Background: an optimization exercise with open tools, aiming at small area and few clock cycles. Do not read the settings as production practice. RTL that was checked went through simulation tests only; none was proved equivalent to the original. No functional check of the RTL was part of runs 2 to 6. Power figures rest on the tool's default switching activity, not on a simulated workload.

==> flow/design.v <==
`timescale 1ns/10ps
module ELA(clk, rst, ready, in_data, data_rd, req, wen, addr, data_wr, done);
	input				clk;
	input				rst;
	input				ready;
	input		[7:0]	in_data;
	input		[7:0]	data_rd;
	output				req;
	output				wen;
	output		[12:0]	addr;
	output		[7:0]	data_wr;
	output				done;
reg				mode;
reg		[1:0]	ph;
reg		[6:0]	cnt;
reg		[4:0]	n;
reg				fin;
reg		[7:0]	UA, UB;			 
reg		[7:0]	R0, R1, R2, R3;	 
reg		[7:0]	best_q;			 
reg				best_c;
reg		[7:0]	best_v;			 
reg				eq;				 
reg		[10:0]	tot;			 
function [8:0] add8;			 
	input	[7:0]	a;
	input	[7:0]	b;
	input			ci;
	integer			k;
	reg				c;
	begin
		c = ci;
		for (k = 0; k < 8; k = k + 1) begin
			add8[k] = a[k] ^ b[k] ^ c;
			c = (a[k] & b[k]) | (c & (a[k] ^ b[k]));
		end
		add8[8] = c;
	end
endfunction
function [10:0] add11;			 
	input	[10:0]	a;
	input	[10:0]	b;
	input			ci;
	integer			k;
	reg				c;
	begin
		c = ci;
		for (k = 0; k < 11; k = k + 1) begin
			add11[k] = a[k] ^ b[k] ^ c;
			c = (a[k] & b[k]) | (c & (a[k] ^ b[k]));
		end
	end
endfunction
function [7:0] inc8;			 
	input	[7:0]	a;
	input			ci;
	integer			k;
	reg				c;
	begin
		c = ci;
		for (k = 0; k < 8; k = k + 1) begin
			inc8[k] = a[k] ^ c;
			c = a[k] & c;
		end
	end
endfunction
wire	[7:0]	cnt_i8 = inc8({1'b0, cnt}, 1'b1);
wire	[6:0]	cnt_inc = cnt_i8[6:0];
wire	[7:0]	row_i8 = inc8({3'b000, n}, ph[1]);
wire			cnt_hi = &cnt[6:1];
wire			cnt_last = cnt_hi & cnt[0];		 
wire			cnt_126 = cnt_hi & ~cnt[0];
wire			cnt_125 = (cnt == 7'd125);
wire			edge_x = (cnt == 7'd0) | cnt_last;
assign done    = mode & ph[1] & ph[0];
assign req     = ~mode & ph[1] & cnt_hi & (cnt[0] ^ ph[0]);
assign wen     = (ph != 2'd0) & ~done;
assign addr    = {row_i8[4:0], ph[0], ph[0] ? cnt : cnt_inc};
wire	[7:0]	opa = UA;
wire	[7:0]	opb = R0;
wire	[8:0]	t   = add8(opa, ~opb, 1'b0);
wire			c   = t[8];
wire	[7:0]	q   = t[7:0] ^ {8{~c}};
wire	[8:0]	s   = add8(opa, opb, 1'b0);
wire	[8:0]	y   = add8(q, ~best_q, c);
wire			y1s = &y[7:0];
wire			y0s = ~|y[7:0];
wire			lt  = best_c ? ~y[8] : (~y[8] & ~y1s);
wire			eqd = best_c ? (y[8] & y0s) : (~y[8] & y1s);
wire	[10:0]	ts  = add11(tot, {2'b00, s}, ph[0] & s[0]);
wire			tie = eq & eqd & ~edge_x;
wire	[7:0]	res = tie ? ts[10:3] : ((~edge_x & lt) ? s[8:1] : best_v);
assign data_wr = ph[1] ? (mode ? R3 : in_data) : res;
always @(posedge clk) begin
	UA <= (ph == 2'd0) ? data_rd : UB;
	UB <= UA;
	R0 <= (ph == 2'd1) ? data_rd : R3;
	R1 <= R0;
	R2 <= R1;
	R3 <= R2;
end
always @(posedge clk) begin
	if (ph[1] || lt || eqd || edge_x) begin
		best_q <= q;
		best_c <= c;
		best_v <= s[8:1];
	end
	eq  <= eqd;
	tot <= ph[1] ? {3'b000, s[8:1]} : {ts[9:0], 1'b0};
end
always @(posedge clk or posedge rst) begin
	if (rst) begin
		mode <= 1'b0;
		ph   <= 2'd0;
		cnt  <= 7'd127;
		n    <= 5'd31;
		fin  <= 1'b0;
	end
	else if (!mode) begin
		case (ph)
		2'd0: if (ready) ph <= 2'd2;
		2'd2: begin
			if (cnt_126)
				ph <= 2'd3;
			else
				cnt <= cnt_inc;
		end
		2'd3: begin
			cnt <= cnt_inc;
			if (cnt_125) begin
				mode <= 1'b1;
				ph   <= 2'd1;
				n    <= row_i8[4:0];
				fin  <= 1'b1;
			end
		end
		default: ;
		endcase
	end
	else begin
		case (ph)
		2'd0: ph <= 2'd1;
		2'd1: begin
			if (fin && cnt_last) begin
				fin <= 1'b0;
				cnt <= 7'd126;
				if (n == 5'd30)
					ph <= 2'd3;
				else begin
					mode <= 1'b0;
					ph   <= 2'd3;
				end
			end
			else
				ph <= 2'd2;
		end
		2'd2: begin
			cnt <= cnt_inc;
			ph  <= 2'd0;
			if (cnt_126)
				fin <= ~fin;
		end
		default: ;
		endcase
	end
end
endmodule
==> flow/flow/run.sh <==
#!/bin/bash
# The standard layout (the standard.sh, standard synthesis included) with
# two changes that only affect buffering:
#  - the port buffers use the smallest buffer cell instead of the one
#    buffer_ports picks by default;
#  - clock tree synthesis inserts no dummy loads.
# Each tool's output goes to orfs/logs; this script's own output goes to
# flow_standard.log.
set -euo pipefail
cd "$(dirname "$0")/.."
bash standard.sh \
  "BUFFER_PORTS_ARGS=-buffer_cell sky130_fd_sc_hd__buf_1" \
  "CTS_ARGS=-sink_clustering_enable -repair_clock_nets -dont_use_dummy_load -buf_list sky130_fd_sc_hd__clkbuf_8 -sink_clustering_size 100 -sink_clustering_max_diameter 500" \
  finish > flow_standard.log 2>&1
==> flow/standard.sh <==
#!/bin/bash
# synth_recipe.tcl (not shown) runs the flow's synth.tcl, then flattens the netlist and writes it again
# the make line also repeats each setting of config.mk as NAME=value (left out here)
make -C /OpenROAD-flow-scripts/flow DESIGN_CONFIG=/design/flow/config.mk WORK_HOME=/design/flow/orfs CLKGATE_MAP_FILE= SYNTH_SCRIPT=/design/flow/synth_recipe.tcl "${@:-finish}"
==> flow/config.mk <==
export PLATFORM = sky130hd
export DESIGN_NAME = ELA
export DESIGN_NICKNAME = ELA
export VERILOG_FILES = /design/flow/design.v
export SDC_FILE = /design/flow/constraint.sdc
export NUM_CORES = 4
export LEC_CHECK = 0
export CAP_MARGIN = 20
export CORE_MARGIN = 2
export CORE_UTILIZATION = 75
export CTS_BUF_LIST = sky130_fd_sc_hd__clkbuf_8
export CTS_CLUSTER_DIAMETER = 500
export CTS_CLUSTER_SIZE = 100
export PLACE_DENSITY = 0.85
export SLEW_MARGIN = 20
==> flow/constraint.sdc <==
create_clock -name core_clock -period 10.0 [get_ports {clk}]
set_input_delay 2.0000 -clock core_clock [delete_from_list [all_inputs] [get_ports {clk}]]
set_output_delay 2.0000 -clock core_clock [all_outputs]
set_load 0.01 [all_outputs]
==> results.ini, run 1 <==
[global_route]
grt_max_degree=28
grt_use_total_pct=30.6
overflow=0
antenna_found_initial=0
grt_pass1_wl_um=14800
grt_pass1_vias=2973

[cts]
cts_tree=built
cts_hold_buf=0
clk_latency_ns=0.35
ctsLongestPathBuffers=2
cts_buffers=9
cts_max_level=3
cts.sink_count=93
cts.reportedPaths.clkPinSlew_ns=0.08
cts-root-buf=clkbuf_8

[sta]
finalHoldViolations=0
setup_viol_count_final=0
finalWorstSetupSlack_ns=0.0841
hold-worst-slack_ns=0.311
min_period_over_period_pct=99.2
worst_slew_pin_slew_ns=0.981
skew_ns=0.0281
relSlewSlack_pct=34.6
fmax_mhz=101
final.min_clock_period_ns=9.92
maxSlewViolCount=0
setup_tns_ns=0

[finish]
final_cell_area_um2=4920
nets=497
multiInputGateArea_um2=2170
areaGrowthSynthToFinish_pct=8.91
drive_gt1_share_pct=17.3
nFillCells=340
regArea_um2=2130
finalNonFillerCells=503
diodes=0
fin_util_pct=83.7

[job]
drv_cap=0

[logic_synthesis]
synth_cells=387
synthFlopType=dfxtp_1
async_flop_share_pct=17.2
syn_area_um2=4520
synth-seq-area-share_pct=47.1
synth_fp_nets=454
synth_cell_types=47
yosysWarnings=1
ys_ff_latch=93
avgSynthCellArea_um2=11.7
synth_edf_count=17

[floorplan]
start_util_pct=76.8
row_count=28
ios=43
die_w_um=81.6
core_area_um2=5890
die-area_um2=6660
die_y_um=81.6

[routing]
via_per_inst=6.02
wl_per_cell_um=19.1
first_pass_iters=5
ant_nets=0
drc=0
drt-total-wl_um=9610
vias=3030
drt_iter0_drc=245

[pwr]
clockPowerShare_pct=32.9
leakage_nw=1.98
p_per_area_nw_per_um2=118
swShare_pct=19.9
net-switching-power_uw=115
p_total_uw=580
peakVddDrop_mv=0.177
p_comb_share_pct=1.5
p_seq_share_pct=65.6
p_int_uw=465

[placed_design]
hpwlAfterDp_um=6580
gp_congestion=0.860
io_buffers=42
dpl-instance-area_um2=4720
place_inst=492
post-place-ws_ns=0.0969

[setup_path]
crit_buf_inv=8
critical_path.top_delay_family=adder cells
end_kind=output pin
path_class=reg2out
required_ns=8.00
arrival_ns=7.92
r2r_start=R0[0]
r2r.worst_path.cells=26
cp-start-kind=flip-flop
cpMostUsedCell=fa_2
slowest_delay_ns=0.58
r2r_slack_ns=2.61
regToRegEndpoint=best_v[1]
crit_fanout=8
crit_slowest_cell=or4_4

[min_path]
worstHoldStart=R1[2]
hold_path_end=R2[2]
hold_class=reg2reg
holdPathStages=0

[run_status]
status=finished clean

layout by cell type (no fill, tap or decap), types with 2 or more instances in the layout:
cell	n
a21oi_1	18
a221o_1	8
and3_1	3
and4b_1	2
buf_1	41
buf_4	4
clkbuf_8	9
dfrtp_1	4
dfstp_2	12
dfxtp_1	59
edfxtp_1	17
fa_1	18
fa_2	12
ha_1	17
inv_1	52
inv_2	2
mux2_2	23
mux2i_1	13
nand2_1	24
nand2b_1	2
nand3_1	4
nand4_1	3
nor2_1	17
nor2b_1	2
nor3_1	3
nor4_1	2
nor4_4	2
nor4bb_1	2
o21a_1	2
o21ai_0	10
o22ai_1	8
o31ai_1	2
xnor2_1	10
xor2_1	2
cell type report:
class                      count  area share [%]
inverter                      54            4.12
timing repair buffer          47            4.07
sequential                    93            43.2
multi-input combinational    225            44.2
tap                           75            1.91
clock buffer                   9            2.52
timing repair:
| action | 4_1_cts | 5_1_grt |
|---|---|---|
| hold endpoints to repair | 0 | 0 |
| pin swaps | 2 | 13 |
| setup buffers | 0 | 2 |
| gates resized for setup | 7 | 14 |
| setup endpoints to repair | 8 | 8 |
state kept, by name, indices dropped and copies added, names as in the netlist, 7 cells and up:
register	flops
cnt	7
UA	8
R1	8
R3	8
best_v	8
R0	8
best_q	8
tot	11
UB	8
R2	8
power by group through the flow:
| stage | Combinational (mW) | Clock, mW | Sequential (mW) |
|---|---|---|---|
| global placement | 0.00831 | 0 | 0.389 |
| floorplan | 0.00379 | 0 | 0.389 |
| CTS | 0.00884 | 0.194 | 0.381 |
| finish | 0.00880 | 0.191 | 0.381 |
| detailed placement | 0.00872 | 0 | 0.389 |
| global route | 0.00994 | 0.204 | 0.381 |
synth_stat cells, types with 3 or more instances:
cell type  count  area, um2
edfxtp_1      17        510
inv_1         54        203
mux2i_1       13        130
dfrtp_1        4        100
o21ai_0       10       50.1
a21oi_1       18       90.1
nand3_1        4       20.0
nor2_1        17       63.8
fa_1          30        601
nand2_1       24       90.1
nand4_1        3       18.8
dfxtp_1       60       1200
dfstp_2       12        315
clkbuf_1      10       37.5
ha_1          18        225
and3_1         3       18.8
nor3_1         3       15.0
o22ai_1        8       50.1
a221o_1        8       80.1
mux2_2        23        259
xnor2_1       11       96.3
nor4_1         3       18.8
how the worst max path moves through the flow:
stage | startpoint | to | slack [ns] | cells after the start
floorplan | R0[0] | data_wr[0] | 0.43 | 28
global placement | R0[0] | data_wr[0] | 0.40 | 29
detailed placement | R0[0] | data_wr[0] | 0.1 | 29
CTS | R0[0] | data_wr[0] | 0.02 | 29
global route | R0[0] | data_wr[0] | -0.07 | 29
finish | R0[0] | data_wr[0] | 0.08 | 29
logic make-up after synthesis:
| logic type | after synthesis | synth area share (%) |
|---|---|---|
| multiplexers | 36 | 8.61 |
| XOR/XNOR | 14 | 2.88 |
| AO/OA/AOI/OAI | 55 | 8.64 |
| adder cells (fa/ha/maj) | 48 | 18.3 |
| buffers and inverters | 69 | 6.06 |
| AND/OR/NAND/NOR | 72 | 8.50 |
| flip-flops | 93 | 47.1 |
metal layers:
| metal | GRT usage, % | part of all wire [%] | vias to the layer above |
|---|---|---|---|
| li1 | - | - | 1381 |
| met1 | 41.0 | 42 | 1494 |
| met2 | 48.4 | 49 | 136 |
| met3 | 7.47 | 6.6 | 19 |
| met4 | 12.2 | 2.4 | 0 |
| met5 | 0 | 0 | - |
Testbench counts, summed over its fixed seeds: cycles 258,016.
==> run 2, diff against run 1 <==
==> flow/design.v (replaced) <==
`timescale 1ns/10ps
module ELA(clk, rst, ready, in_data, data_rd, req, wen, addr, data_wr, done);
	input				clk;
	input				rst;
	input				ready;
	input		[7:0]	in_data;
	input		[7:0]	data_rd;
	output				req;
	output				wen;
	output		[12:0]	addr;
	output		[7:0]	data_wr;
	output				done;
reg				mode;
reg		[1:0]	ph;
reg		[6:0]	cnt;
reg		[4:0]	n;
reg		[7:0]	U0, U1, U2;
reg		[7:0]	D0, D1;
reg		[7:0]	best_d;		 
reg		[7:0]	best_v;		 
reg				is3;		 
reg				eq;			 
reg		[10:0]	tot;		 
function [8:0] add8;			 
	input	[7:0]	a;
	input	[7:0]	b;
	input			ci;
	integer			k;
	reg				c;
	begin
		c = ci;
		for (k = 0; k < 8; k = k + 1) begin
			add8[k] = a[k] ^ b[k] ^ c;
			c = (a[k] & b[k]) | (c & (a[k] ^ b[k]));
		end
		add8[8] = c;
	end
endfunction
function [7:0] inc8;			 
	input	[7:0]	a;
	input			ci;
	integer			k;
	reg				c;
	begin
		c = ci;
		for (k = 0; k < 8; k = k + 1) begin
			inc8[k] = a[k] ^ c;
			c = a[k] & c;
		end
	end
endfunction
function [10:0] add11;			 
	input	[10:0]	a;
	input	[10:0]	b;
	integer			k;
	reg				c;
	begin
		c = 1'b0;
		for (k = 0; k < 11; k = k + 1) begin
			add11[k] = a[k] ^ b[k] ^ c;
			c = (a[k] & b[k]) | (c & (a[k] ^ b[k]));
		end
	end
endfunction
wire	[7:0]	cnt_i8 = inc8({1'b0, cnt}, 1'b1);
wire	[6:0]	cnt_inc = cnt_i8[6:0];
wire	[7:0]	row_i8 = inc8({3'b000, n}, ph[1]);
wire			cnt_last = (cnt == 7'd127);
wire			cnt_end = (cnt == 7'd126);
wire			edge_x = (cnt == 7'd0) | cnt_last;
assign done    = mode & ph[1] & ph[0];
assign req     = ~mode & ph[1] & cnt_last;
assign wen     = (ph != 2'd0) & ~done;
assign addr    = {row_i8[4:0], ph[0], ph[0] ? cnt : cnt_inc};
wire	[7:0]	opa = ph[1] ? U2 : (ph[0] ? U0 : D0);
wire	[7:0]	opb = ph[1] ? D1 : data_rd;
wire	[8:0]	e   = add8(opa, ~opb, 1'b1);		 
wire	[7:0]	d   = inc8(e[7:0] ^ {8{~e[8]}}, ~e[8]);
wire	[8:0]	s   = add8(opa, opb, 1'b0);
wire	[8:0]	cmp = add8(d, ~best_d, 1'b1);		 
wire			lt  = ~cmp[8];
wire			eqd = ~|cmp[7:0];
wire	[10:0]	tsum = add11(tot, {2'b00, s});
reg		[7:0]	res;
always @(*) begin
	if (edge_x)
		res = best_v;
	else if (eq & eqd)
		res = tsum[10:3];
	else if (lt | (eqd & is3))
		res = s[8:1];
	else
		res = best_v;
end
assign data_wr = ph[1] ? (mode ? D1 : in_data) : res;
always @(posedge clk) begin
	if (mode && ph == 2'd0) begin
		U0 <= U1;
		U1 <= U2;
		U2 <= data_rd;
	end
	if (mode && ph == 2'd1) begin
		D0 <= D1;
		D1 <= data_rd;
	end
end
always @(posedge clk) begin
	if (ph[1] || (!edge_x && lt)) begin
		best_d <= d;
		best_v <= s[8:1];
		is3    <= ~ph[1];
	end
	eq  <= eqd;
	tot <= ph[1] ? {1'b0, s, 1'b0} : tsum;
end
always @(posedge clk or posedge rst) begin
	if (rst) begin
		mode <= 1'b0;
		ph   <= 2'd0;
		cnt  <= 7'd127;
		n    <= 5'd31;
	end
	else if (!mode) begin
		case (ph)
		2'd0: if (ready) ph <= 2'd2;
		2'd1: if (n == 5'd30) begin
				mode <= 1'b1;
				ph   <= 2'd3;
			end
			else
				ph <= 2'd3;
		default: begin
			cnt <= cnt_inc;
			if (cnt_end) begin
				if (!ph[0])
					ph <= 2'd3;
				else begin
					mode <= 1'b1;
					ph   <= 2'd0;
					n    <= row_i8[4:0];
				end
			end
		end
		endcase
	end
	else begin
		case (ph)
		2'd0: ph <= 2'd1;
		2'd1: ph <= 2'd2;
		2'd2: begin
			cnt <= cnt_inc;
			if (cnt_end) begin
				mode <= 1'b0;
				ph   <= 2'd1;
			end
			else
				ph <= 2'd0;
		end
		default: ;
		endcase
	end
end
endmodule
==> flow/run.sh (new file) <==
#!/bin/bash
# synth_recipe.tcl (not shown) runs the flow's synth.tcl, then flattens the netlist and writes it again
# the make line also repeats each setting of config.mk as NAME=value (left out here)
make -C /OpenROAD-flow-scripts/flow DESIGN_CONFIG=/design/flow/config.mk WORK_HOME=/design/flow/orfs CLKGATE_MAP_FILE= SYNTH_SCRIPT=/design/flow/synth_recipe.tcl finish
==> flow/config.mk (replaced) <==
export PLATFORM = sky130hd
export DESIGN_NAME = ELA
export DESIGN_NICKNAME = ELA
export VERILOG_FILES = /design/flow/design.v
export SDC_FILE = /design/flow/constraint.sdc
export NUM_CORES = 4
export LEC_CHECK = 0
export CAP_MARGIN = 20
export CORE_MARGIN = 2
export CORE_UTILIZATION = 40
export SLEW_MARGIN = 20
removed: flow/flow/run.sh
removed: flow/standard.sh
==> run 2 against run 1 <==
  * Now fails the layout checks on setup timing
  * Clock-buffer cell count is the same
  * First-iteration DRC count shrank 41%
  * Critical path type is now in2out
  * Routed wire length grew 12%
  * Setup slack lost 0.97 ns
==> results.ini, run 2 <==
[routing]
drt_iter0_drc=145  ; was 245
first_pass_iters=5  ; unchanged
ant_nets=0  ; unchanged
drt-total-wl_um=10800  ; was 9610 um
drc=0  ; unchanged
via_per_inst=5.17  ; was 6.02
wl_per_cell_um=17.3  ; was 19.1 um
vias=3219  ; was 3030

[logic_synthesis]
synth_edf_count=57  ; was 17
synth_top_cells_by_count=edfxtp_1, inv_1, nand2_1  ; was dfxtp_1, inv_1, fa_1
synthAdderAreaFrac_pct=18.2  ; was 18.3%
synth.area.mux_share_pct=9.63  ; was 8.61%
synth_top_family_by_area=adder cells  ; unchanged
avgSynthCellArea_um2=12.3  ; was 11.7 um2
synth-seq-area-share_pct=47.8  ; was 47.1%
synthFlopType=edfxtp_1  ; was dfxtp_1
synth_area_leader_cell=edfxtp_1  ; was dfxtp_1
ys_ff_latch=84  ; was 93
synth_xor_area_share_pct=2.68  ; was 2.88%
async_flop_share_pct=17.9  ; was 17.2%
synth-compound-area-share_pct=9.75  ; was 8.64%
synth_fp_nets=470  ; was 454
synth.most_common_cell=edfxtp_1  ; was dfxtp_1
yosysWarnings=1  ; unchanged
synth_cells=397  ; was 387
syn_area_um2=4900  ; was 4520 um2
synth_area_leaders=edfxtp_1, fa_1, dfstp_2, ha_1, mux2i_1  ; was dfxtp_1, fa_1, edfxtp_1, dfstp_2, mux2_2
synth_cell_types=46  ; was 47
synthSimpleGateAreaFrac_pct=5.72  ; was 8.50%
synth_top_cell_area_share_pct=34.9  ; was 26.6%

[cts]
ctsLongestPathBuffers=2  ; unchanged
cts.sink_count=84  ; was 93
cts.reportedPaths.clkPinSlew_ns=0.06  ; was 0.08 ns
cts_tree=built  ; unchanged
cts_hold_buf=0  ; unchanged
cts-root-buf=clkbuf_16  ; was clkbuf_8
clk_latency_ns=0.35  ; about the same
cts_max_level=3  ; unchanged
cts_buffers=9  ; unchanged

[finish]
finalNonFillerCells=623  ; was 503
nFillCells=1039  ; was 340
nets=544  ; was 497
final_common_cell=edfxtp_1  ; was dfxtp_1
largest_reg_flops=11  ; unchanged
diodes=0  ; unchanged
final_cell_area_um2=6150  ; was 4920 um2
fin_util_pct=51.4  ; was 83.7%
areaGrowthSynthToFinish_pct=25.6  ; was 8.91%
drive_gt1_share_pct=28.8  ; was 17.3%
layout_common_cells=edfxtp_1, inv_1, clkdlybuf4s50_1, buf_4, nand2_1  ; was dfxtp_1, inv_1, buf_1
top_register=tot  ; unchanged

[sta]
worst_slew_pin_slew_ns=0.863  ; was 0.981 ns
setup_viol_count_final=8  ; was 0
fmax_mhz=91.9  ; was 101 MHz
rsz0062_at_grt=true
relSlewSlack_pct=42.5  ; was 34.6%
maxSlewViolCount=0  ; unchanged
finalHoldViolations=0  ; unchanged
setup_tns_ns=-6.73  ; was 0 ns
min_period_over_period_pct=109  ; was 99.2%
final.min_clock_period_ns=10.89  ; was 9.92 ns
hold-worst-slack_ns=0.418  ; was 0.311 ns
finalWorstSetupSlack_ns=-0.886  ; was 0.0841 ns
skew_ns=0.00687  ; was 0.0281 ns

[setup_path]
r2r_slack_ns=2.72  ; was 2.61 ns
r2r.worst_path.cells=32  ; was 26
regToRegEndpoint=best_v[0]  ; was best_v[1]
path_class=in2out  ; was reg2out
required_ns=8.00  ; about the same
slowest_delay_ns=0.40  ; was 0.58 ns
end_kind=output pin  ; unchanged
crit_fanout=4  ; was 8
cp-start-kind=input port  ; was flip-flop
r2r_start=ph[0]  ; was R0[0]
cpMostUsedCell=fa_2  ; unchanged
arrival_ns=8.89  ; was 7.92 ns
crit_slowest_cell=fa_2  ; was or4_4

[min_path]
hold_class=reg2reg  ; unchanged
hold_path_end=U0[4]  ; was R2[2]
holdPathStages=0  ; unchanged
worstHoldStart=U1[4]  ; was R1[2]

[pwr]
peakVddDrop_mv=0.119  ; was 0.177 mV
leakage_nw=2.69  ; was 1.98 nW
p_per_area_nw_per_um2=117  ; was 118 nW/um2

[global_route]
use_met1_pct=23.8  ; was 41.0%
grt-busiest-layer=met2  ; unchanged
overflow=0  ; unchanged
use_met2_pct=28.5  ; was 48.4%
grt_pass1_wl_um=17400  ; was 14800 um
use_met3_pct=2.96  ; was 7.47%
grt_use_total_pct=17.7  ; was 30.6%
grt_max_degree=41  ; was 28
antenna_found_initial=0  ; unchanged
grt_pass1_vias=3286  ; was 2973

[floorplan]
core_area_um2=12000  ; was 5890 um2
start_util_pct=41.0  ; was 76.8%
ios=43  ; unchanged
die-area_um2=13200  ; was 6660 um2
row_count=40  ; was 28
die_y_um=115  ; was 81.6 um
die_w_um=115  ; was 81.6 um

[placed_design]
gp_congestion=0.855  ; was 0.860
io_buffers=42  ; unchanged
place_inst=597  ; was 492
dpl-instance-area_um2=5710  ; was 4720 um2
hpwlAfterDp_um=7920  ; was 6580 um

[run_status]
status=failed layout checks  ; was finished clean
so_faults=setup timing

[job]
drv_cap=0  ; unchanged

-- run 2: stage by stage --
stage,setup WS (ns),power [mW]
after global placement,-1.71,0.399
final,-0.886,0.720
after global routing,-1.12,0.744
after CTS,-0.870,0.730
after detailed placement,-1.81,0.399
after floorplan,-0.481,0.384
-- run 2: how the worst max path moves through the flow --
stage                  to  cells past startpoint  startpoint
2_1_floorplan  data_wr[2]                     33  data_rd[0]
3_3_place_gp   data_wr[7]                     33  data_rd[0]
3_5_place_dp   data_wr[7]                     33  data_rd[0]
4_1_cts        data_wr[7]                     35  data_rd[0]
5_1_grt        data_wr[7]                     35  data_rd[0]
6_report       data_wr[7]                     35  data_rd[0]
-- run 2: timing repair --
| item | 4_1_cts | 5_1_grt |
|---|---|---|
| setup endpoints to repair | 8 | 8 |
| gates resized for setup | 60 | 6 |
| setup buffers | 9 | 2 |
| pin swaps | 13 | 2 |
-- run 2: logic make-up after synthesis --
family          count (synthesis)
simple gates                   58
flops                          84
fa+ha+maj                      54
compound gates                 66
buf+inv                        75
xor+xnor                       15
mux                            45
-- run 2: critical path, delay by kind of cell --
family,cells,cell delay (ns)
adder cells (fa/ha/maj),16,4.94
buffers and inverters,12,0.88
AND/OR/NAND/NOR,2,0.21
multiplexers,1,0.16
AO/OA/AOI/OAI,3,0.53
XOR/XNOR,1,0.15
-- run 2: layout make-up --
| type | count | area, um2 | area share, % |
|---|---|---|---|
| Sequential cell | 84 | 2340 | 38.1 |
| Clock buffer | 9 | 225 | 3.66 |
| Multi-Input combinational cell | 238 | 2410 | 39.2 |
| Timing Repair Buffer | 82 | 712 | 11.6 |
| Tap cell | 147 | 184 | 2.99 |
| Clock inverter | 7 | 66.3 | 1.08 |
| Inverter | 56 | 210 | 3.42 |
-- run 2: power by group --
part / internal (mW) / switching [mW] / total, mW / leakage [nW]
Clock: 0.192 / 0.137 / 0.329 / 0.137
Sequential: 0.369 / 0 / 0.369 / 0.797
Combinational: 0.0120 / 0.0102 / 0.0222 / 1.76
Total: 0.573 / 0.148 / 0.720 / 2.69
-- run 2: routing by layer --
metal	vias up	wire length, um
met5	-	0
li1	1536	-
met3	14	397
met1	1604	4910
met2	65	5250
met4	0	211
==> run 3, diff against run 2 <==
--- a/flow/config.mk
+++ b/flow/config.mk
@@ -9,3 +9,6 @@
 export CORE_MARGIN = 2
 export CORE_UTILIZATION = 40
+export CTS_BUF_LIST = sky130_fd_sc_hd__clkbuf_8
+export CTS_CLUSTER_DIAMETER = 500
+export CTS_CLUSTER_SIZE = 100
 export SLEW_MARGIN = 20
==> run 3 against run 2 <==
  * Still fails the layout checks on setup timing
  * Combinational power is essentially flat
  * Clock power shrank 26%
  * Power down 12%
  * Sequential cell count stayed put
  * Non-clock buffer count is the same
  * Synthesized cell count unchanged
  * Via count is 0.65% lower
  * Highest routed layer unchanged
  * Fmax rose by 0.50%
  * Routed wire length shrank 0.56%
  * Critical endpoint is now data_wr[1]
==> results.ini, run 3 <==
[global_route]
grt_max_degree=41  ; unchanged
overflow=0  ; unchanged
use_met3_pct=3.12  ; was 2.96%
grt_pass1_wl_um=17200  ; was 17400 um
grt_use_total_pct=17.7  ; about the same
use_met1_pct=23.6  ; was 23.8%
grt-busiest-layer=met2  ; unchanged
grt_pass1_vias=3266  ; was 3286
antenna_found_initial=0  ; unchanged
use_met2_pct=28.3  ; was 28.5%

[floorplan]
ios=43  ; unchanged
die_y_um=115  ; unchanged
die-area_um2=13200  ; unchanged
start_util_pct=41.0  ; unchanged
die_w_um=115  ; unchanged
core_area_um2=12000  ; unchanged
row_count=40  ; unchanged

[setup_path]
r2r_slack_ns=2.75  ; was 2.72 ns
end_kind=output pin  ; unchanged
path_class=in2out  ; unchanged
crit_fanout=4  ; unchanged
crit_slowest_cell=fa_1  ; was fa_2
arrival_ns=8.83  ; was 8.89 ns
cp-start-kind=input port  ; unchanged
required_ns=8.00  ; about the same
slowest_delay_ns=0.40  ; about the same
cpMostUsedCell=fa_2  ; unchanged

[finish]
drive_gt1_share_pct=28.6  ; was 28.8%
final_common_cell=edfxtp_1  ; unchanged
areaGrowthSynthToFinish_pct=23.4  ; was 25.6%
fin_util_pct=50.6  ; was 51.4%
diodes=0  ; unchanged
nets=544  ; unchanged
top_register=tot  ; unchanged
largest_reg_flops=11  ; unchanged
layout_common_cells=edfxtp_1, inv_1, clkdlybuf4s50_1  ; was edfxtp_1, inv_1, clkdlybuf4s50_1, buf_4, nand2_1

[logic_synthesis]
synth.most_common_cell=edfxtp_1  ; unchanged
synth_area_leaders=edfxtp_1, fa_1, dfstp_2, ha_1, mux2i_1  ; unchanged
synth_top_cells_by_count=edfxtp_1, inv_1, nand2_1  ; unchanged
ys_ff_latch=84  ; unchanged
synth-seq-area-share_pct=47.8  ; unchanged
synth_top_cell_area_share_pct=34.9  ; unchanged
synth.area.mux_share_pct=9.63  ; unchanged
synth-compound-area-share_pct=9.75  ; unchanged
synth_area_leader_cell=edfxtp_1  ; unchanged
synthSimpleGateAreaFrac_pct=5.72  ; unchanged
synth_edf_count=57  ; unchanged
synth_cells=397  ; unchanged
avgSynthCellArea_um2=12.3  ; unchanged
synth_top_family_by_area=adder cells  ; unchanged
yosysWarnings=1  ; unchanged
syn_area_um2=4900  ; unchanged
synthFlopType=edfxtp_1  ; unchanged
synth_fp_nets=470  ; unchanged
synthAdderAreaFrac_pct=18.2  ; unchanged
synth_cell_types=46  ; unchanged
synth_xor_area_share_pct=2.68  ; unchanged
async_flop_share_pct=17.9  ; unchanged

[routing]
drc=0  ; unchanged
wl_per_cell_um=17.2  ; was 17.3 um
ant_nets=0  ; unchanged
drt_iter0_drc=142  ; was 145
via_per_inst=5.13  ; was 5.17
drt-total-wl_um=10700  ; was 10800 um
vias=3198  ; was 3219
first_pass_iters=4  ; was 5

[sta]
worst_slew_pin_slew_ns=0.859  ; was 0.863 ns
setup_viol_count_final=8  ; unchanged
final.min_clock_period_ns=10.83  ; was 10.89 ns
finalWorstSetupSlack_ns=-0.832  ; was -0.886 ns
fmax_mhz=92.3  ; was 91.9 MHz
finalHoldViolations=0  ; unchanged
relSlewSlack_pct=42.7  ; was 42.5%
min_period_over_period_pct=108  ; was 109%
skew_ns=0.0105  ; was 0.00687 ns
maxSlewViolCount=0  ; unchanged
rsz0062_at_grt=true  ; unchanged
hold-worst-slack_ns=0.425  ; was 0.418 ns

[cts]
cts.sink_count=84  ; unchanged
ctsLongestPathBuffers=2  ; unchanged
cts_max_level=3  ; unchanged
cts.reportedPaths.clkPinSlew_ns=0.09  ; was 0.06 ns
clk_latency_ns=0.38  ; was 0.35 ns
cts_tree=built  ; unchanged
cts-root-buf=clkbuf_8  ; was clkbuf_16
cts_buffers=9  ; unchanged

[placed_design]
gp_congestion=0.855  ; unchanged
hpwlAfterDp_um=7920  ; unchanged
io_buffers=42  ; unchanged

[min_path]
hold_class=reg2reg  ; unchanged

[run_status]
status=failed layout checks  ; unchanged
so_faults=setup timing  ; unchanged

[job]
drv_cap=0  ; unchanged

[pwr]
leakage_nw=2.64  ; was 2.69 nW
p_per_area_nw_per_um2=105  ; was 117 nW/um2
peakVddDrop_mv=0.105  ; was 0.119 mV

[run 3: cell counts after synthesis]
Identical to the previous run, type by type.
[run 3: routing by layer]
layer,part of all wire (%),up-vias
met3,4.0,18
met2,48,63
li1,-,1532
met1,46,1585
met5,0,-
met4,2.3,0
[run 3: through the flow]
| stage | cells | power [mW] | setup WS, ns | TNS, ns | cell area [um2] |
|---|---|---|---|---|---|
| floorplan | 397 | 0.384 | -0.481 | -3.63 | 4970 |
| global placement | 597 | 0.399 | -1.71 | -13.25 | 5710 |
| detailed placement | 597 | 0.399 | -1.81 | -14.03 | 5710 |
| CTS | 622 | 0.643 | -0.836 | -6.25 | 6020 |
| global route | 623 | 0.656 | -1.10 | -8.46 | 6050 |
| finish | 623 | 0.634 | -0.832 | -6.34 | 6050 |
[run 3: cell families (layout without fill, tap and decap cells)]
group           after synthesis  after routing
xor+xnor                     15             15
compound gates               66             66
buf+inv                      75            154
simple gates                 58             58
fa+ha+maj                    54             54
mux                          45             45
flops                        84             84
[run 3: path summary, 6_finish.rpt]
path                                    to  cells past startpoint  startpoint
worst min register to register       U0[4]                      0       U1[4]
worst max register to register   best_v[0]                     32       ph[0]
worst min-delay path                 U0[4]                      0       U1[4]
min in group asynchronous            ph[0]                      2         rst
worst max-delay path            data_wr[1]                     35  data_rd[0]
max in group asynchronous            ph[1]                      2         rst
[run 3: final cells by class]
class                      count  area, um2
clock buffer                   9        124
clock inverter                 7       66.3
fill                        1049       5910
inverter                      56        210
multi-input combinational    238       2400
sequential                    84       2340
tap                          147        184
timing repair buffer          82        716
[run 3: power breakdown]
group,total [mW],leakage (nW),internal [mW],switching [mW]
Combinational,0.0221,1.75,0.0120,0.0101
Sequential,0.368,0.797,0.368,0
Clock,0.244,0.0907,0.114,0.130
[run 3: timing repair]
item                                    4_1_cts  5_1_grt
gates resized for setup                      60        6
hold endpoints to repair                      0        0
buffers inserted                              9        1
pin swaps                                    10        1
endpoints found under the setup margin        8        8
hold buffers                                  0        0
[run 3: critical path, delay by kind of cell]
kind,cells,cell delay (ns)
adders and majority gates,16,4.90
and+or+nand+nor,2,0.21
xor gates and xnor gates,1,0.16
muxes,1,0.16
AOI/OAI and AO/OA,3,0.55
buffers and inverters,12,0.86
==> run 4, diff against run 3 <==
--- a/flow/design.v
+++ b/flow/design.v
@@ -17,5 +17,6 @@
 reg		[7:0]	U0, U1, U2;
 reg		[7:0]	D0, D1;
-reg		[7:0]	best_d;		 
+reg		[7:0]	best_q;		 
+reg				best_c;
 reg		[7:0]	best_v;		 
 reg				is3;		 
@@ -75,10 +76,13 @@
 wire	[7:0]	opa = ph[1] ? U2 : (ph[0] ? U0 : D0);
 wire	[7:0]	opb = ph[1] ? D1 : data_rd;
-wire	[8:0]	e   = add8(opa, ~opb, 1'b1);		 
-wire	[7:0]	d   = inc8(e[7:0] ^ {8{~e[8]}}, ~e[8]);
+wire	[8:0]	t   = add8(opa, ~opb, 1'b0);
+wire			c   = t[8];
+wire	[7:0]	q   = t[7:0] ^ {8{~c}};
 wire	[8:0]	s   = add8(opa, opb, 1'b0);
-wire	[8:0]	cmp = add8(d, ~best_d, 1'b1);		 
-wire			lt  = ~cmp[8];
-wire			eqd = ~|cmp[7:0];
+wire	[8:0]	y   = add8(q, ~best_q, c);
+wire			y1s = &y[7:0];
+wire			y0s = ~|y[7:0];
+wire			lt  = best_c ? ~y[8] : (~y[8] & ~y1s);
+wire			eqd = best_c ? (y[8] & y0s) : (~y[8] & y1s);
 wire	[10:0]	tsum = add11(tot, {2'b00, s});
 reg		[7:0]	res;
@@ -107,5 +111,6 @@
 always @(posedge clk) begin
 	if (ph[1] || (!edge_x && lt)) begin
-		best_d <= d;
+		best_q <= q;
+		best_c <= c;
 		best_v <= s[8:1];
 		is3    <= ~ph[1];
--- a/flow/config.mk
+++ b/flow/config.mk
@@ -9,6 +9,3 @@
 export CORE_MARGIN = 2
 export CORE_UTILIZATION = 40
-export CTS_BUF_LIST = sky130_fd_sc_hd__clkbuf_8
-export CTS_CLUSTER_DIAMETER = 500
-export CTS_CLUSTER_SIZE = 100
 export SLEW_MARGIN = 20
==> run 4 against run 3 <==
  * The layout still fails its checks (setup timing)
  * Synthesized cell count decreased by 7.3%
  * First-iteration DRC count decreased by 2.1%
  * Final cell count decreased by 4.0%
  * Register-to-register slack got worse by 0.38 ns
  * Global-route usage decreased by 0.46 points
  * Power increased by 19%
  * Setup slack improved by 0.099 ns
  * Critical path type unchanged
  * Largest power group unchanged
==> results.ini, run 4 <==
[sta]
setup_viol_count_final=8  ; unchanged
relSlewSlack_pct=33.7  ; was 42.7%
hold-worst-slack_ns=0.420  ; was 0.425 ns
worst_slew_pin_slew_ns=0.994  ; was 0.859 ns
rsz0062_at_grt=true  ; unchanged
min_period_over_period_pct=107  ; was 108%
final.min_clock_period_ns=10.73  ; was 10.83 ns
fmax_mhz=93.2  ; was 92.3 MHz
skew_ns=0.00433  ; was 0.0105 ns
maxSlewViolCount=0  ; unchanged
finalWorstSetupSlack_ns=-0.733  ; was -0.832 ns
finalHoldViolations=0  ; unchanged

[run_status]
status=failed layout checks  ; unchanged
so_faults=setup timing  ; unchanged

[finish]
layout_common_cells=edfxtp_1, inv_1, buf_4  ; was edfxtp_1, inv_1, clkdlybuf4s50_1
drive_gt1_share_pct=31.4  ; was 28.6%
diodes=0  ; unchanged
largest_reg_flops=11  ; unchanged
nets=516  ; was 544
finalNonFillerCells=598  ; was 623
areaGrowthSynthToFinish_pct=29.2  ; was 23.4%
final_common_cell=edfxtp_1  ; unchanged
top_register=tot  ; unchanged

[floorplan]
ios=43  ; unchanged
die-area_um2=12800  ; was 13200 um2
core_area_um2=11500  ; was 12000 um2
die_y_um=113  ; was 115 um
row_count=39  ; was 40
start_util_pct=41.4  ; was 41.0%
die_w_um=113  ; was 115 um

[logic_synthesis]
syn_area_um2=4760  ; was 4900 um2
yosysWarnings=1  ; unchanged
synth_area_leaders=edfxtp_1, fa_1, dfstp_2, mux2i_1, dfxtp_1  ; was edfxtp_1, fa_1, dfstp_2, ha_1, mux2i_1
avgSynthCellArea_um2=12.9  ; was 12.3 um2
synth_top_cells_by_count=edfxtp_1, inv_1, mux2i_1  ; was edfxtp_1, inv_1, nand2_1
synth_cell_types=48  ; was 46
synth_fp_nets=434  ; was 470
synth_edf_count=58  ; was 57
synth.most_common_cell=edfxtp_1  ; unchanged
synth_cells=368  ; was 397
async_flop_share_pct=17.6  ; was 17.9%
ys_ff_latch=85  ; was 84
synth-seq-area-share_pct=49.8  ; was 47.8%
synthFlopType=edfxtp_1  ; unchanged
synth_area_leader_cell=edfxtp_1  ; unchanged
synth_top_cell_area_share_pct=36.6  ; was 34.9%

[pwr]
swShare_pct=18.7  ; was 22.1%
p_per_area_nw_per_um2=123  ; was 105 nW/um2
p_comb_share_pct=2.6  ; was 3.5%
peakVddDrop_mv=0.102  ; was 0.105 mV
clockPowerShare_pct=48.2  ; was 38.5%
p_int_uw=615  ; was 494 uW
leakage_nw=2.47  ; was 2.64 nW
net-switching-power_uw=142  ; was 140 uW
p_seq_share_pct=49.3  ; was 58.0%

[routing]
drc=0  ; unchanged
drt-total-wl_um=10000  ; was 10700 um
wl_per_cell_um=16.8  ; was 17.2 um
via_per_inst=5.02  ; was 5.13
vias=3001  ; was 3198
first_pass_iters=15  ; was 4
ant_nets=0  ; unchanged
drt_iter0_drc=139  ; was 142

[setup_path]
r2r_start=ph[0]  ; unchanged
required_ns=8.00  ; about the same
crit_fanout=5  ; was 4
end_kind=output pin  ; unchanged
arrival_ns=8.73  ; was 8.83 ns
path_class=in2out  ; unchanged
crit_slowest_cell=fa_1  ; unchanged
r2r_slack_ns=2.37  ; was 2.75 ns
cp-start-kind=input port  ; unchanged
cpMostUsedCell=fa_2  ; unchanged
slowest_delay_ns=0.49  ; was 0.40 ns
regToRegEndpoint=best_v[0]  ; unchanged
r2r.worst_path.cells=27  ; was 32

[cts]
cts.sink_count=85  ; was 84
clk_latency_ns=0.33  ; was 0.38 ns
cts_hold_buf=0  ; unchanged
cts.reportedPaths.clkPinSlew_ns=0.06  ; was 0.09 ns
cts_max_level=3  ; unchanged
ctsLongestPathBuffers=2  ; unchanged
cts_tree=built  ; unchanged
cts_buffers=9  ; unchanged
cts-root-buf=clkbuf_16  ; was clkbuf_8

[global_route]
grt_pass1_wl_um=16800  ; was 17200 um
antenna_found_initial=0  ; unchanged
grt_use_total_pct=17.2  ; was 17.7%
grt_pass1_vias=3184  ; was 3266
overflow=0  ; unchanged
grt_max_degree=25  ; was 41

[placed_design]
post-place-ws_ns=-1.57  ; was -1.81 ns
gp_congestion=0.858  ; was 0.855
place_inst=568  ; was 597
io_buffers=42  ; unchanged
hpwlAfterDp_um=7270  ; was 7920 um

[min_path]
hold_path_end=U0[0]  ; was U0[4]
hold_class=reg2reg  ; unchanged
holdPathStages=0  ; unchanged
worstHoldStart=U1[0]  ; was U1[4]

[job]
drv_cap=0  ; unchanged

run 4: cell count changes after synthesis, moves of 4 or more:
| cell | change |
|---|---|
| a21oi_1 | -10 |
| o21ai_0 | +10 |
| inv_1 | -9 |
| nand2_1 | -8 |
| a21o_1 | -7 |
| a221oi_1 | +7 |
| ha_1 | -7 |
| nor2_1 | +7 |
| nor3_1 | +5 |
| a222oi_1 | -4 |
| a2bb2oi_1 | -4 |
| buf_2 | -4 |
run 4: critical path, delay by kind of cell:
family          cells  cell delay (ns)
xor+xnor            1             0.20
fa+ha+maj          15             4.74
simple gates        3             0.80
compound gates      1             0.06
buf+inv             8             0.74
mux                 2             0.20
run 4: kinds of logic (layout without fill, tap and decap cells):
logic type / Yosys count / count (layout) / share of synthesized area [%]
AND/OR/NAND/NOR: 66 / 66 / 7.80
adder cells (fa/ha/maj): 47 / 47 / 16.9
buffers and inverters: 60 / 147 / 4.91
multiplexers: 50 / 50 / 11.3
AO/OA/AOI/OAI: 44 / 44 / 6.17
XOR/XNOR: 16 / 16 / 3.10
flip-flops: 85 / 85 / 49.8
run 4: cell type report:
cell class,instances,area (um2)
clock buffer,14,297
timing repair buffer,84,762
sequential,85,2370
fill,988,5360
multi-input combinational,223,2330
tap,143,179
inverter,47,176
clock inverter,2,35.0
run 4: worst max path at each step:
stage | end | slack [ns] | from
finish | data_wr[4] | -0.73 | data_rd[0]
detailed placement | data_wr[5] | -1.57 | data_rd[0]
floorplan | data_wr[0] | -0.39 | data_rd[0]
global placement | data_wr[0] | -1.49 | data_rd[0]
global route | data_wr[5] | -1.01 | data_rd[0]
CTS | data_wr[5] | -0.99 | data_rd[0]
run 4: power groups by stage:
stage	registers, mW	clock network, mW	logic [mW]
finish	0.373	0.364	0.0193
global route	0.373	0.387	0.0213
CTS	0.373	0.371	0.0200
detailed placement	0.380	0	0.0201
global placement	0.380	0	0.0202
floorplan	0.380	0	0.00608
run 4: metrics by stage:
stage	TNS [ns]	power, mW	utilization, %	area (um2)
6_report	-5.56	0.757	53.4	6150
5_1_grt	-7.62	0.781	53.4	6150
4_1_cts	-7.36	0.764	52.9	6090
3_5_place_dp	-12.24	0.400	48.9	5630
3_3_place_gp	-11.68	0.400	48.9	5630
2_1_floorplan	-2.81	0.386	-	4880
run 4: repair_timing:
| item | CTS | global route |
|---|---|---|
| setup buffers | 10 | 5 |
| endpoints found under the setup margin | 8 | 8 |
| pin swaps | 21 | 20 |
| resized for setup | 51 | 12 |
run 4: per-layer routing:
metal	share of wire (%)	global-route usage [%]
met1	48	23.9
met2	47	26.8
met3	2.6	2.89
met4	2.2	7.24
met5	0	0
==> run 5, diff against run 4 <==
==> flow/design.v (replaced) <==
`timescale 1ns/10ps
module ELA(clk, rst, ready, in_data, data_rd, req, wen, addr, data_wr, done);
	input				clk;
	input				rst;
	input				ready;
	input		[7:0]	in_data;
	input		[7:0]	data_rd;
	output				req;
	output				wen;
	output		[12:0]	addr;
	output		[7:0]	data_wr;
	output	reg			done;
reg				mode;		 
reg		[1:0]	ph;			 
reg		[6:0]	cnt;
reg		[4:0]	n;
reg				fin;
reg		[7:0]	U0, U1, U2;
reg		[7:0]	D0, D1;
reg		[7:0]	best_d;		 
reg		[7:0]	best_v;		 
reg				is3;		 
reg				eq;			 
reg		[10:0]	tot;		 
wire	[6:0]	cnt_inc = cnt + 7'd1;
wire			cnt_last = (cnt == 7'd127);
wire			edge_x = (cnt == 7'd0) | cnt_last;
assign req     = ~mode & ~done & cnt_last & (ph != 2'd3);
assign wen     = ~done & (mode ? (ph != 2'd0) : (ph != 2'd3));
assign addr    = {n + {4'd0, ph[1]}, ph[0], ph[0] ? cnt : cnt_inc};
wire	[7:0]	opa = ph[1] ? U2 : (ph[0] ? U0 : D0);
wire	[7:0]	opb = ph[1] ? D1 : data_rd;
wire	[8:0]	e   = {1'b0, opa} - {1'b0, opb};
wire	[7:0]	d   = e[8] ? -e[7:0] : e[7:0];
wire	[8:0]	s   = opa + opb;
wire			lt  = d < best_d;
wire			eqd = d == best_d;
wire	[10:0]	tsum = tot + {2'b00, s};
reg		[7:0]	res;
always @(*) begin
	if (edge_x)
		res = best_v;
	else if (eq & eqd)
		res = tsum[10:3];
	else if (lt | (eqd & is3))
		res = s[8:1];
	else
		res = best_v;
end
assign data_wr = ~mode ? in_data : (ph[1] ? D1 : res);
always @(posedge clk) begin
	if (mode && ph == 2'd0) begin
		U0 <= U1;
		U1 <= U2;
		U2 <= data_rd;
	end
	if (mode && ph == 2'd1) begin
		D0 <= D1;
		D1 <= data_rd;
	end
end
always @(posedge clk) begin
	if (ph[1] || (!edge_x && lt)) begin
		best_d <= d;
		best_v <= s[8:1];
		is3    <= ~ph[1];
	end
	eq  <= eqd;
	tot <= ph[1] ? {1'b0, s, 1'b0} : tsum;
end
always @(posedge clk or posedge rst) begin
	if (rst) begin
		mode <= 1'b0;
		ph   <= 2'd3;
		cnt  <= 7'd127;
		n    <= 5'd0;
		fin  <= 1'b0;
		done <= 1'b0;
	end
	else if (!done) begin
		if (!mode) begin
			if (ph == 2'd3) begin
				if (ready)
					ph <= 2'd0;
			end
			else begin
				cnt <= cnt_inc;
				if (cnt == 7'd126) begin
					if (ph == 2'd0)
						ph <= 2'd1;
					else begin
						mode <= 1'b1;
						ph   <= 2'd0;
					end
				end
			end
		end
		else begin
			case (ph)
			2'd0: ph <= 2'd1;
			2'd1: begin
				if (fin) begin
					fin <= 1'b0;
					if (n == 5'd30)
						done <= 1'b1;
					else begin
						mode <= 1'b0;
						n    <= n + 5'd1;
					end
				end
				else
					ph <= 2'd2;
			end
			default: begin
				cnt <= cnt_inc;
				if (cnt == 7'd126) begin
					fin <= 1'b1;
					ph  <= 2'd1;
				end
				else
					ph <= 2'd0;
			end
			endcase
		end
	end
end
endmodule
==> run 5 against run 4 <==
  * The run now finishes clean
  * Register-to-register slack improved by 2.7 ns
  * Combinational power increased to 20 times the previous value
  * Global-route usage increased by 0.30 points
  * First-iteration DRC count is 120% higher
  * Non-clock buffer count shrank 38
  * Clock power fell by 18%
  * Utilization down 5.6 points
  * Power up 54%
==> results.ini, run 5 <==
[setup_path]
crit_buf_inv=3  ; was 8
r2r_start=ph[1]  ; was ph[0]
slowest_delay_ns=0.60  ; was 0.49 ns
critical_path.top_delay_family=compound AO/OA/AOI/OAI gates  ; was adder cells
end_kind=output pin  ; unchanged
worstPathCellList=clkdlybuf4s50_1, inv_1, o21ai_0, ha_1, fa_1, or3_4, and3_4, xnor2_4, nand2_1, or2_1, o31ai_2, xnor2_1, ha_1, nand4_1, a21o_1, a22o_1, o21ai_0, nand2_1, a31oi_1, clkdlybuf4s50_1
crit_start=data_rd[0]  ; unchanged
required_ns=8.00  ; about the same
cp-start-kind=input port  ; unchanged
arrival_ns=6.92  ; was 8.73 ns
path_class=in2out  ; unchanged
crit_fanout=11  ; was 5
crit_slowest_cell=clkdlybuf4s50_1  ; was fa_1
r2r_slack_ns=5.05  ; was 2.37 ns

[logic_synthesis]
ys_ff_latch=86  ; was 85
synth-compound-area-share_pct=15.6  ; was 6.17%
synth_top_cells_by_count=edfxtp_1, nand2_1, ha_1  ; was edfxtp_1, inv_1, mux2i_1
synth_area_leader_cell=edfxtp_1  ; unchanged
synth_xor_area_share_pct=7.35  ; was 3.10%
synth_cell_types=55  ; was 48
synth_top_cell_area_share_pct=32.5  ; was 36.6%
synth_area_leaders=edfxtp_1, ha_1, xnor2_1, dfxtp_1, dfstp_2  ; was edfxtp_1, fa_1, dfstp_2, mux2i_1, dfxtp_1
avgSynthCellArea_um2=10.2  ; was 12.9 um2
synth_cells=515  ; was 368
synth-seq-area-share_pct=45.4  ; was 49.8%
syn_area_um2=5260  ; was 4760 um2
yosysWarnings=1  ; unchanged
synthFlopType=edfxtp_1  ; unchanged
synthAdderAreaFrac_pct=10.9  ; was 16.9%
synth.most_common_cell=edfxtp_1  ; unchanged
synth_edf_count=57  ; was 58
synth_fp_nets=578  ; was 434
synth_top_family_by_area=compound AO/OA/AOI/OAI gates  ; was adder cells
synth.area.mux_share_pct=3.97  ; was 11.3%
async_flop_share_pct=19.8  ; was 17.6%
synthSimpleGateAreaFrac_pct=12.2  ; was 7.80%

[floorplan]
ios=43  ; unchanged
die_y_um=119  ; was 113 um
row_count=41  ; was 39
start_util_pct=41.3  ; was 41.4%
die-area_um2=14100  ; was 12800 um2
core_area_um2=12700  ; was 11500 um2
die_w_um=119  ; was 113 um

[sta]
rsz0062_at_grt=false  ; was true
maxSlewViolCount=0  ; unchanged
min_period_over_period_pct=89.2  ; was 107%
setup_viol_count_final=0  ; was 8
finalHoldViolations=0  ; unchanged
relSlewSlack_pct=42.6  ; was 33.7%
skew_ns=0.00856  ; was 0.00433 ns
fmax_mhz=112  ; was 93.2 MHz
setup_tns_ns=0  ; was -5.56 ns
finalWorstSetupSlack_ns=1.08  ; was -0.733 ns
worst_slew_pin_slew_ns=0.839  ; was 0.994 ns
final.min_clock_period_ns=8.92  ; was 10.73 ns

[routing]
drc=0  ; unchanged
wl_per_cell_um=16.2  ; was 16.8 um
ant_nets=0  ; unchanged
vias=3874  ; was 3001
via_per_inst=5.32  ; was 5.02
drt_iter0_drc=303  ; was 139
drt-total-wl_um=11800  ; was 10000 um
first_pass_iters=5  ; was 15

[cts]
cts_tree=built  ; unchanged
cts-root-buf=clkbuf_16  ; unchanged
cts.sink_count=86  ; was 85
ctsLongestPathBuffers=2  ; unchanged
cts_hold_buf=0  ; unchanged
cts.repair.resized=0  ; was 51
postCtsSetupBuffers=0  ; was 10
cts_max_level=3  ; unchanged
cts_buffers=9  ; unchanged
cts.reportedPaths.clkPinSlew_ns=0.06  ; about the same
clk_latency_ns=0.35  ; was 0.33 ns

[global_route]
grt_use_total_pct=17.5  ; was 17.2%
use_met1_pct=21.9  ; was 23.9%
grt_pass1_wl_um=19300  ; was 16800 um
use_met3_pct=3.96  ; was 2.89%
grt_max_degree=30  ; was 25
grt-busiest-layer=met2  ; unchanged
use_met2_pct=29.0  ; was 26.8%
antenna_found_initial=0  ; unchanged
overflow=0  ; unchanged
grt_pass1_vias=3786  ; was 3184

[finish]
finalNonFillerCells=728  ; was 598
nFillCells=1233  ; was 988
multiInputGateArea_um2=2630  ; was 2330 um2
diodes=0  ; unchanged
nets=614  ; was 516
areaGrowthSynthToFinish_pct=15.7  ; was 29.2%
final_cell_area_um2=6090  ; was 6150 um2
regArea_um2=2390  ; was 2370 um2
top_register=tot  ; unchanged
largest_reg_flops=11  ; unchanged
layout_common_cells=edfxtp_1, nand2_1, clkdlybuf4s50_1  ; was edfxtp_1, inv_1, buf_4
final_common_cell=edfxtp_1  ; unchanged
drive_gt1_share_pct=7.01  ; was 31.4%

[job]
drv_cap=0  ; unchanged

[placed_design]
dpl-instance-area_um2=5830  ; was 5630 um2
post-place-ws_ns=1.09  ; was -1.57 ns
gp_congestion=0.854  ; was 0.858
io_buffers=42  ; unchanged
hpwlAfterDp_um=8830  ; was 7270 um
place_inst=712  ; was 568

[pwr]
peakVddDrop_mv=0.0902  ; was 0.102 mV
leakage_nw=2.42  ; was 2.47 nW
p_total_mw=1.17  ; was 757 uW
p_per_area_nw_per_um2=192  ; was 123 nW/um2

[min_path]
hold_class=reg2reg  ; unchanged
worstHoldStart=U1[3]  ; was U1[0]

[run_status]
status=finished clean  ; was failed layout checks

run 5: area by class of cell:
type                    count  share of cell area [%]
multi-input cells         369                    43.2
well taps                 172                    3.54
flip-flops and latches     86                    39.2
clock inverters             2                   0.164
repair buffers             46                    7.40
inverters                  39                    2.41
clock buffers              14                    4.01
run 5: logic make-up (layout without fill, tap and decap cells):
group,count (synthesis),count (layout)
fa+ha+maj,44,44
flops,86,86
mux,20,20
simple gates,137,137
buf+inv,60,101
xor+xnor,42,42
compound gates,126,126
run 5: where the power goes:
group / switching [mW] / internal, mW
clock: 0.132 / 0.168
combinational: 0.222 / 0.168
sequential: 0.0221 / 0.456
total: 0.376 / 0.792
run 5: worst register-to-register path: stages, from the launching register on:
cell	delay [ns]
dfstp_2	0.85
buf_4	0.38
mux2_2	0.40
ha_1	0.42
o21bai_1	0.17
nand2_1	0.07
a31oi_1	0.51
o21ai_0	0.24
xnor2_1	0.26
ha_1	0.28
o21ai_0	0.14
nor2_1	0.05
nor2_1	0.13
nand3_1	0.09
nand2_1	0.59
run 5: final timing paths:
| path | to | cells after the start |
|---|---|---|
| max reg2reg | best_v[5] | 14 |
| min | U0[3] | 0 |
| min reg2reg | U0[3] | 0 |
| min in group asynchronous | n[0] | 2 |
| max | data_wr[3] | 20 |
| max in group asynchronous | fin | 2 |
run 5: per-layer routing:
layer | share of wire (%) | vias up
met5 | 0 | -
met4 | 1.9 | 0
met3 | 4.4 | 15
met2 | 48 | 83
met1 | 46 | 1854
li1 | - | 1922
run 5: through the flow:
stage / utilization, % / hold WS, ns
2_1_floorplan: - / 0.400
3_3_place_gp: 45.8 / 0.400
3_5_place_dp: 45.8 / 0.405
4_1_cts: 47.8 / 0.418
5_1_grt: 47.8 / 0.423
6_report: 47.8 / 0.417
==> run 6, diff against run 5 <==
--- a/flow/design.v
+++ b/flow/design.v
@@ -12,39 +12,36 @@
 	output	reg			done;
 reg				mode;		 
-reg		[1:0]	ph;			 
+reg		[1:0]	ph;
 reg		[6:0]	cnt;
 reg		[4:0]	n;
 reg				fin;
-reg		[7:0]	U0, U1, U2;
-reg		[7:0]	D0, D1;
-reg		[7:0]	best_d;		 
-reg		[7:0]	best_v;		 
-reg				is3;		 
-reg				eq;			 
-reg		[10:0]	tot;		 
+reg		[7:0]	U0, U1, U2;	 
+reg		[7:0]	D0, D1;		 
 wire	[6:0]	cnt_inc = cnt + 7'd1;
 wire			cnt_last = (cnt == 7'd127);
-wire			edge_x = (cnt == 7'd0) | cnt_last;
 assign req     = ~mode & ~done & cnt_last & (ph != 2'd3);
 assign wen     = ~done & (mode ? (ph != 2'd0) : (ph != 2'd3));
 assign addr    = {n + {4'd0, ph[1]}, ph[0], ph[0] ? cnt : cnt_inc};
-wire	[7:0]	opa = ph[1] ? U2 : (ph[0] ? U0 : D0);
-wire	[7:0]	opb = ph[1] ? D1 : data_rd;
-wire	[8:0]	e   = {1'b0, opa} - {1'b0, opb};
-wire	[7:0]	d   = e[8] ? -e[7:0] : e[7:0];
-wire	[8:0]	s   = opa + opb;
-wire			lt  = d < best_d;
-wire			eqd = d == best_d;
-wire	[10:0]	tsum = tot + {2'b00, s};
+wire	[8:0]	e1 = {1'b0, U0} - {1'b0, data_rd};
+wire	[8:0]	e2 = {1'b0, U1} - {1'b0, D1};
+wire	[8:0]	e3 = {1'b0, U2} - {1'b0, D0};
+wire	[7:0]	d1 = e1[8] ? -e1[7:0] : e1[7:0];
+wire	[7:0]	d2 = e2[8] ? -e2[7:0] : e2[7:0];
+wire	[7:0]	d3 = e3[8] ? -e3[7:0] : e3[7:0];
+wire	[8:0]	s1 = U0 + data_rd;
+wire	[8:0]	s2 = U1 + D1;
+wire	[8:0]	s3 = U2 + D0;
+wire	[10:0]	st = s1 + s3 + {s2, 1'b0};
+wire			edge_x = (cnt == 7'd0) | cnt_last;
 reg		[7:0]	res;
 always @(*) begin
 	if (edge_x)
-		res = best_v;
-	else if (eq & eqd)
-		res = tsum[10:3];
-	else if (lt | (eqd & is3))
-		res = s[8:1];
+		res = s2[8:1];
+	else if (d1 == d2 && d2 == d3)
+		res = st[10:3];
+	else if (d1 <= d3)
+		res = (d2 <= d1) ? s2[8:1] : s1[8:1];
 	else
-		res = best_v;
+		res = (d2 <= d3) ? s2[8:1] : s3[8:1];
 end
 assign data_wr = ~mode ? in_data : (ph[1] ? D1 : res);
@@ -59,13 +56,4 @@
 		D1 <= data_rd;
 	end
-end
-always @(posedge clk) begin
-	if (ph[1] || (!edge_x && lt)) begin
-		best_d <= d;
-		best_v <= s[8:1];
-		is3    <= ~ph[1];
-	end
-	eq  <= eqd;
-	tot <= ph[1] ? {1'b0, s, 1'b0} : tsum;
 end
 always @(posedge clk or posedge rst) begin
@@ -113,11 +101,8 @@
 			end
 			default: begin
+				ph  <= 2'd0;
 				cnt <= cnt_inc;
-				if (cnt == 7'd126) begin
+				if (cnt == 7'd126)
 					fin <= 1'b1;
-					ph  <= 2'd1;
-				end
-				else
-					ph <= 2'd0;
 			end
 			endcase
==> run 6 against run 5 <==
  * Clock power shrank 1%
  * Utilization shrank 0.89 points
  * First-iteration DRC count shrank 5.6%
  * Routed wire length rose by 42%
  * Via count increased by 35%
==> results.ini, run 6 <==
[pwr]
p_per_area_nw_per_um2=93.4  ; was 192 nW/um2
swShare_pct=26.2  ; was 32.2%
clockPowerShare_pct=44.0  ; was 25.6%
p_seq_share_pct=37.5  ; was 40.9%
p_int_uw=495  ; was 792 uW
leakage_nw=3.11  ; was 2.42 nW
p_comb_share_pct=18.5  ; was 33.4%
net-switching-power_uw=176  ; was 376 uW
peakVddDrop_mv=0.0663  ; was 0.0902 mV

[run_status]
status=finished clean  ; unchanged

[floorplan]
core_area_um2=15300  ; was 12700 um2
row_count=45  ; was 41
die_w_um=129  ; was 119 um
start_util_pct=41.1  ; was 41.3%
die-area_um2=16800  ; was 14100 um2
die_y_um=129  ; was 119 um
ios=43  ; unchanged

[routing]
via_per_inst=5.43  ; was 5.32
first_pass_iters=5  ; unchanged
wl_per_cell_um=17.4  ; was 16.2 um
ant_nets=0  ; unchanged
drt_iter0_drc=286  ; was 303
vias=5230  ; was 3874
drc=0  ; unchanged
drt-total-wl_um=16800  ; was 11800 um

[logic_synthesis]
synth_area_leaders=edfxtp_1, ha_1, xnor2_1, inv_1, fa_1  ; was edfxtp_1, ha_1, xnor2_1, dfxtp_1, dfstp_2
ys_ff_latch=57  ; was 86
syn_area_um2=6300  ; was 5260 um2
synth_top_cells_by_count=ha_1, inv_1, nor2_1  ; was edfxtp_1, nand2_1, ha_1
synthFlopType=edfxtp_1  ; unchanged
avgSynthCellArea_um2=8.82  ; was 10.2 um2
synth_cells=714  ; was 515
synthAdderAreaFrac_pct=22.1  ; was 10.9%
synthSimpleGateAreaFrac_pct=16.2  ; was 12.2%
synth_xor_area_share_pct=10.0  ; was 7.35%
synth_top_family_by_area=adder cells  ; was compound AO/OA/AOI/OAI gates
synth.area.mux_share_pct=1.87  ; was 3.97%
synth_area_leader_cell=edfxtp_1  ; unchanged
synth_top_cell_area_share_pct=19.1  ; was 32.5%
async_flop_share_pct=29.8  ; was 19.8%
yosysWarnings=1  ; unchanged
synth-compound-area-share_pct=17.1  ; was 15.6%
synth_fp_nets=836  ; was 578
synth_cell_types=68  ; was 55
synth_edf_count=40  ; was 57
synth.most_common_cell=ha_1  ; was edfxtp_1
synth-seq-area-share_pct=26.0  ; was 45.4%

[cts]
cts_max_level=3  ; unchanged
cts.repair.resized=0  ; unchanged
cts_buffers=9  ; unchanged
postCtsSetupBuffers=0  ; unchanged
cts-root-buf=clkbuf_16  ; unchanged
cts.sink_count=57  ; was 86
cts_tree=built  ; unchanged
cts.reportedPaths.clkPinSlew_ns=0.05  ; was 0.06 ns
cts_hold_buf=0  ; unchanged
ctsLongestPathBuffers=2  ; unchanged
clk_latency_ns=0.33  ; was 0.35 ns

[global_route]
grt_pass1_vias=5160  ; was 3786
overflow=0  ; unchanged
grt_max_degree=27  ; was 30
grt_pass1_wl_um=26600  ; was 19300 um
antenna_found_initial=0  ; unchanged
grt_use_total_pct=20.6  ; was 17.5%

[finish]
diodes=0  ; unchanged
areaGrowthSynthToFinish_pct=14.2  ; was 15.7%
final_common_cell=ha_1  ; was edfxtp_1
drive_gt1_share_pct=6.64  ; was 7.01%
nFillCells=1483  ; was 1233
layout_common_cells=ha_1, inv_1, nor2_1  ; was edfxtp_1, nand2_1, clkdlybuf4s50_1
final_cell_area_um2=7190  ; was 6090 um2
nets=870  ; was 614

[setup_path]
critical_path.top_delay_family=simple AND/OR/NAND/NOR gates  ; was compound AO/OA/AOI/OAI gates
crit_slowest_cell=clkdlybuf4s50_1  ; unchanged
crit_start=data_rd[0]  ; unchanged
end_kind=output pin  ; unchanged
cp-start-kind=input port  ; unchanged
r2r_start=mode  ; was ph[1]
path_class=in2out  ; unchanged
crit_buf_inv=3  ; unchanged
slowest_delay_ns=0.53  ; was 0.60 ns
crit_fanout=7  ; was 11
required_ns=8.00  ; about the same
arrival_ns=7.35  ; was 6.92 ns
worstPathCellList=clkdlybuf4s50_1, ha_1, fa_1, nand2b_1, a211oi_1, mux2_2, or4_1, o21ai_0, or2_2, inv_1, ha_1, nand4_1, or2_2, or3_1, and2_4, a221oi_1, a21o_1, clkdlybuf4s50_1  ; was clkdlybuf4s50_1, inv_1, o21ai_0, ha_1, fa_1, or3_4, and3_4, xnor2_4, nand2_1, or2_1, o31ai_2, xnor2_1, ha_1, nand4_1, a21o_1, a22o_1, o21ai_0, nand2_1, a31oi_1, clkdlybuf4s50_1

[sta]
hold-worst-slack_ns=0.497  ; was 0.417 ns
worst_slew_pin_slew_ns=1.02  ; was 0.839 ns
maxSlewViolCount=0  ; unchanged
rsz0062_at_grt=false  ; unchanged
fmax_mhz=107  ; was 112 MHz
setup_tns_ns=0  ; unchanged
relSlewSlack_pct=31.7  ; was 42.6%
final.min_clock_period_ns=9.35  ; was 8.92 ns
skew_ns=0.00579  ; was 0.00856 ns
min_period_over_period_pct=93.5  ; was 89.2%
finalHoldViolations=0  ; unchanged
setup_viol_count_final=0  ; unchanged

[min_path]
hold_class=reg2reg  ; unchanged
worstHoldStart=U1[7]  ; was U1[3]

[placed_design]
gp_congestion=0.964  ; was 0.854
dpl-instance-area_um2=6900  ; was 5830 um2
hpwlAfterDp_um=13500  ; was 8830 um
io_buffers=42  ; unchanged

[job]
drv_cap=0  ; unchanged

run 6: changes by cell type in the layout (fill, tap and decap cells not counted), moves of 17 or more:
| cell | previous run | this run |
|---|---|---|
| a21oi_1 | 21 | 47 |
| inv_1 | 39 | 80 |
| ha_1 | 41 | 89 |
| edfxtp_1 | 57 | 40 |
| xnor2_1 | 28 | 49 |
| nor3_1 | 4 | 21 |
| nor2_1 | 28 | 65 |
run 6: kinds of logic (layout without fill, tap and decap cells):
family,after synthesis,in the layout
AOI/OAI and AO/OA,159,159
xor gates and xnor gates,72,72
adders and majority gates,103,103
buffers and inverters,103,142
DFF,57,57
muxes,11,11
and+or+nand+nor,209,209
run 6: routing by layer:
metal / vias to the layer above / GRT usage [%] / part of all wire (%)
li1: 2569 / - / -
met1: 2508 / 27.2 / 46
met2: 134 / 35.6 / 48
met3: 19 / 2.39 / 4.2
met4: 0 / 5.69 / 1.7
met5: - / 0 / 0
run 6: path summary, 6_finish.rpt:
check                                  end  slack (ns)  depth (start not counted)
worst max-delay path            data_wr[1]        0.65                         18
worst min-delay path                 U0[7]        0.50                          0
worst max register to register       D1[4]        7.29                          2
worst min register to register       U0[7]        0.50                          0
max in group asynchronous             mode        7.47                          2
min in group asynchronous             n[4]        2.08                          2
run 6: power by group through the flow:
stage | Clock [mW] | Sequential [mW] | Combinational, mW
6_report | 0.295 | 0.252 | 0.124
5_1_grt | 0.312 | 0.252 | 0.138
4_1_cts | 0.299 | 0.252 | 0.123
3_5_place_dp | 0 | 0.256 | 0.122
3_3_place_gp | 0 | 0.256 | 0.120
2_1_floorplan | 0 | 0.256 | 0.0841
run 6: layout make-up:
| class | count | area, um2 | area share, % |
|---|---|---|---|
| well taps | 211 | 264 | 3.67 |
| clock inverters | 4 | 25.0 | 0.348 |
| flip-flops and latches | 57 | 1640 | 22.8 |
| multi-input cells | 554 | 4240 | 59.0 |
| clock buffers | 12 | 268 | 3.72 |
| inverters | 80 | 300 | 4.18 |
| repair buffers | 46 | 450 | 6.27 |
run 6: metrics by stage:
| step | setup slack [ns] | std cells | total power [mW] | utilization (%) |
|---|---|---|---|---|
| detailed placement | 0.639 | 948 | 0.378 | 45.0 |
| CTS | 0.634 | 964 | 0.674 | 46.9 |
| finish | 0.649 | 964 | 0.671 | 46.9 |
| global placement | 0.735 | 948 | 0.376 | 45.0 |
| floorplan | 2.06 | 714 | 0.340 | - |
| global route | 0.323 | 964 | 0.701 | 46.9 |
run 6: worst register-to-register path: stages (launching register included):
cell	delay, ns
dfrtp_1	0.83
nor2b_1	0.59
and2_1	0.90

Re-timed with assumed drivers on the ports (clkbuf_16 on the clock, buf_2 on other inputs), run 6 has 0.627 ns of setup slack against 0.649 ns with ideal ports, and 0.627 ns once port delays also move by the mid clock arrival of 0.367 ns.
